Context: an optimization exercise on an open-source flow, tuned for small area. The choices shown serve that exercise and are no tape-out recipe.
RTL that was checked went through simulation tests only; none was proved equivalent to the original.
Power and IR drop assume default switching activity.

// ALU_16_bit
module ALU_16_bit(
input wire [15:0] A,
input wire [15:0] B,
input wire [3:0] ALU_FUN,
input wire clk,
output reg [15:0] ALU_OUT,
output wire Carry_Flag,
output wire Arith_Flag,
output wire Logic_Flag,
output wire CMP_Flag,
output wire Shift_Flag
);
Size: about 1600 cells after synthesis, ~58 I/O pins, about 0.0098 mm^2 of cells after synthesis.
make LEC_CHECK=0 ABC_AREA=1 CAP_MARGIN=20 CORE_MARGIN=2 CORE_UTILIZATION=40 SLEW_MARGIN=20 finish   # period 31.0 ns
run.sh (not shown) runs the stock make flow with config.mk's settings and CLKGATE_MAP_FILE= SYNTH_SCRIPT=/design/flow/synth_recipe.tcl, a recipe that flattens the netlist after the stock synthesis.
==> next run, changes <==
Settings changed: CAP_MARGIN 20 to 0, CTS_BUF_LIST from default to sky130_fd_sc_hd__clkbuf_4, SLEW_MARGIN 20 to 0.
Result: Die area stays the same; routed wire length barely changes; clock-buffer cell count fell by 1; maximum frequency hardly moves; via count rose by 0.43%; hold slack loses 0.053 ns; combinational power stays flat; synthesized area stays the same; non-clock buffer count fell by 1; cell area fell by 0.79%.
==> next run, changes <==
Settings changed: GPL_TIMING_DRIVEN from default to 0.
Outcome:
- The new run passed the timing, DRC and antenna checks
- clock-buffer cell count does not change
- routed wire length went down slightly
- worst hold slack gets worse by 0.30 ns
- setup slack gets worse by 0.46 ns
- non-clock buffer count went up by 11
- global-route usage went down by 0.82 points
- power went up slightly
- core utilization went up by 1.3 points
- synthesized area does not change
==> next run, changes <==
Settings changed: CAP_MARGIN 0 to 20, CTS_BUF_LIST sky130_fd_sc_hd__clkbuf_4 to default, SLEW_MARGIN 0 to 20.
What happened: Core utilization goes up by 0.48 points. Total power goes up by 5.4%. Synthesized cell count is unchanged. Critical path depth goes up by 1. Area after synthesis stays the same. Worst setup slack improved by 0.0072 ns. Cell area goes up by 0.99%. Clock power goes up by 120%. Via count goes down by about 0.7%.

* * *

## north
ALU_16_bit, a different RTL version from the one above (not shown whole).
For scale: about 1800 cells after synthesis, roughly 58 I/O pins.
clock: 31.0 ns
lec_check: 0
abc_area: 1
cap_margin: 0
core_margin: 2
core_utilization: 40
cts_buf_list: sky130_fd_sc_hd__clkbuf_4
slew_margin: 0
--- input diff north..south ---
==> flow/flow/run.sh (new file) <==
#!/bin/bash
# The standard layout (standard.sh) unchanged except for the cell that
# buffers the ports: buf_1 instead of ORFS's default choice. make's output
# goes to flow.log here; each ORFS step's to orfs/logs/.
set -euo pipefail
export BUFFER_PORTS_ARGS="-buffer_cell sky130_fd_sc_hd__buf_1"
bash standard.sh > flow.log 2>&1
==> flow/standard.sh (new file) <==
#!/bin/bash
# synth_recipe.tcl (not shown) runs the flow's synth.tcl, then flattens the netlist and writes it again
# the make line also repeats each setting of config.mk as NAME=value (left out here)
make -C /OpenROAD-flow-scripts/flow DESIGN_CONFIG=/design/flow/config.mk WORK_HOME=/design/flow/orfs CLKGATE_MAP_FILE= SYNTH_SCRIPT=/design/flow/synth_recipe.tcl "${@:-finish}"
removed: flow/run.sh
==> comparison <==
- On number of placed instances with taps included, north and south are basically level.
- north has a higher global-route met1 utilization than south.
- NOTE static leakage power north->south decreased by a few percent
- Of the two values seen for launching element of the worst setup path, ALU_FUN[1] was produced by north and ALU_FUN[2] by south.
- Looking at wire length of the first global-routing pass, south sits below north.
- Taking north as the reference, in south setup slack went down 0.11 ns; part of the total power dissipated in the clock network went up 0.4 points.
- Looking at worst setup path endpoint, the ALU_OUT[4] result is from south; the ALU_OUT[7] one comes from north.
- south reports a lower measured slew at the worst slew-check pin than north does.
- Between south and north, the flip-flop and latch power does not differ in any meaningful way.
- Relative to north, switching part of the total power has increased by 1.6 points in south.
- Sequential fraction of design power sits higher in south than in north.
No run of this note included a check of the RTL's function; only the layout flow was run.

* * *

ALU_16_bit, a different RTL version from the one above (not shown whole).
Size: ~1700 cells after synthesis, ~10000 µm² of cells after synthesis.
## ALU_16_bit
module ALU_16_bit(
input wire [15:0] A,
input wire [15:0] B,
input wire [3:0] ALU_FUN,
input wire clk,
output reg [15:0] ALU_OUT,
output wire Carry_Flag,
output wire Arith_Flag,
output wire Logic_Flag,
output wire CMP_Flag,
output wire Shift_Flag
);
wire is_add = ALU_FUN == 4'b0000;
wire is_sub = ALU_FUN == 4'b0001;
wire is_mul = ALU_FUN == 4'b0010;
wire is_div = ALU_FUN == 4'b0011;
wire is_as  = ALU_FUN[3:1] == 3'b000;
wire is_shr = ALU_FUN == 4'b1101;
wire is_shl = ALU_FUN == 4'b1110;
wire is_eq  = ALU_FUN == 4'b1010;
wire is_gt  = ALU_FUN == 4'b1011;
wire is_lt  = ALU_FUN == 4'b1100;
assign Arith_Flag = ALU_FUN[3:2] == 2'b00;
assign Logic_Flag = (ALU_FUN[3:2] == 2'b01) | (ALU_FUN[3:1] == 3'b100);
assign CMP_Flag   = is_eq | is_gt | is_lt;
assign Shift_Flag = is_shr | is_shl;
wire as_sub = ~is_add;
wire [15:0] bs = B ^ {16{as_sub}};
wire [16:0] cc;
assign cc[0] = as_sub;
genvar gi;
generate for (gi = 0; gi < 16; gi = gi + 1) begin : cchain
  assign cc[gi+1] = (A[gi] & bs[gi]) | ((A[gi] | bs[gi]) & cc[gi]);
end endgenerate
  ...
clock: 31.0 ns
lec_check: 0
abc_area: 1
cap_margin: 20
core_margin: 2
core_utilization: 40
slew_margin: 20
Stock flow here: none of the scripts above is used.
The first run finished clean.
Change:
- CAP_MARGIN: 20 -> 0
- CTS_BUF_LIST: default -> sky130_fd_sc_hd__clkbuf_4
- SLEW_MARGIN: 20 -> 0
Effect: The new run finished with timing, DRC and antenna clean. Design area is lower slightly. Via count is higher slightly. Total power is lower by a few percent. Count of clock-buffer cells in the layout is unchanged. Global-route usage is about the same. Critical path depth is unchanged. Routed wire length barely changes. Worst hold slack loses 0.049 ns. Die area stays the same.

-- separate check: timing with driven ports --
How much do the figures lean on ideal ports? The routed layouts below were timed once more, with nothing changed but the port constraints. Step 1: set_driving_cell puts a clkbuf_16 on clk and a buf_2 on each other input, an assumption about the parent block. Step 2 adds t to the input delays and takes it off the output delays; t is the mean of the earliest and latest rising clock arrival at the registers after step 1. Input paths then give back, and output paths get back, about the clock's delay inside the block. Three values: ideal ports, drivers, drivers and shift; two values: the first two.
run	t (ns)	slack for setup (ns)	worst hold slack (ns)	worst register clock-pin slew, ns	pins driven straight from the clock port
the first run of note 1	0.285	2.070 / 2.080 / 1.794	6.698 / 6.689 / 6.953	0.05 / 0.05	1
the second run of note 1	0.330	2.140 / 2.142 / 1.813	6.645 / 6.643 / 6.971	0.11 / 0.11	1
the third run of note 1	0.336	1.677 / 1.682 / 1.346	6.345 / 6.346 / 6.682	0.11 / 0.11	1
the fourth run of note 1	0.279	1.684 / 1.701 / 1.422	6.402 / 6.390 / 6.669	0.05 / 0.05	1
north	0.310	2.790 / 2.790 / 2.479	6.691 / 6.682 / 6.960	0.10 / 0.10	1
south	0.313	2.681 / 2.684 / 2.371	6.377 / 6.382 / 6.616	0.11 / 0.11	1
the first run of note 3	0.279	4.653 / 4.660 / 4.381	6.775 / 6.762 / 6.950	0.05 / 0.05	1
the second run of note 3	0.318	4.702 / 4.703 / 4.386	6.726 / 6.720 / 6.968	0.11 / 0.11	1
After both steps every run listed still meets setup and hold. The setup slack of the third run of note 1, which loses most, moves by +0.005 ns with the drivers and by -0.331 ns with both steps.
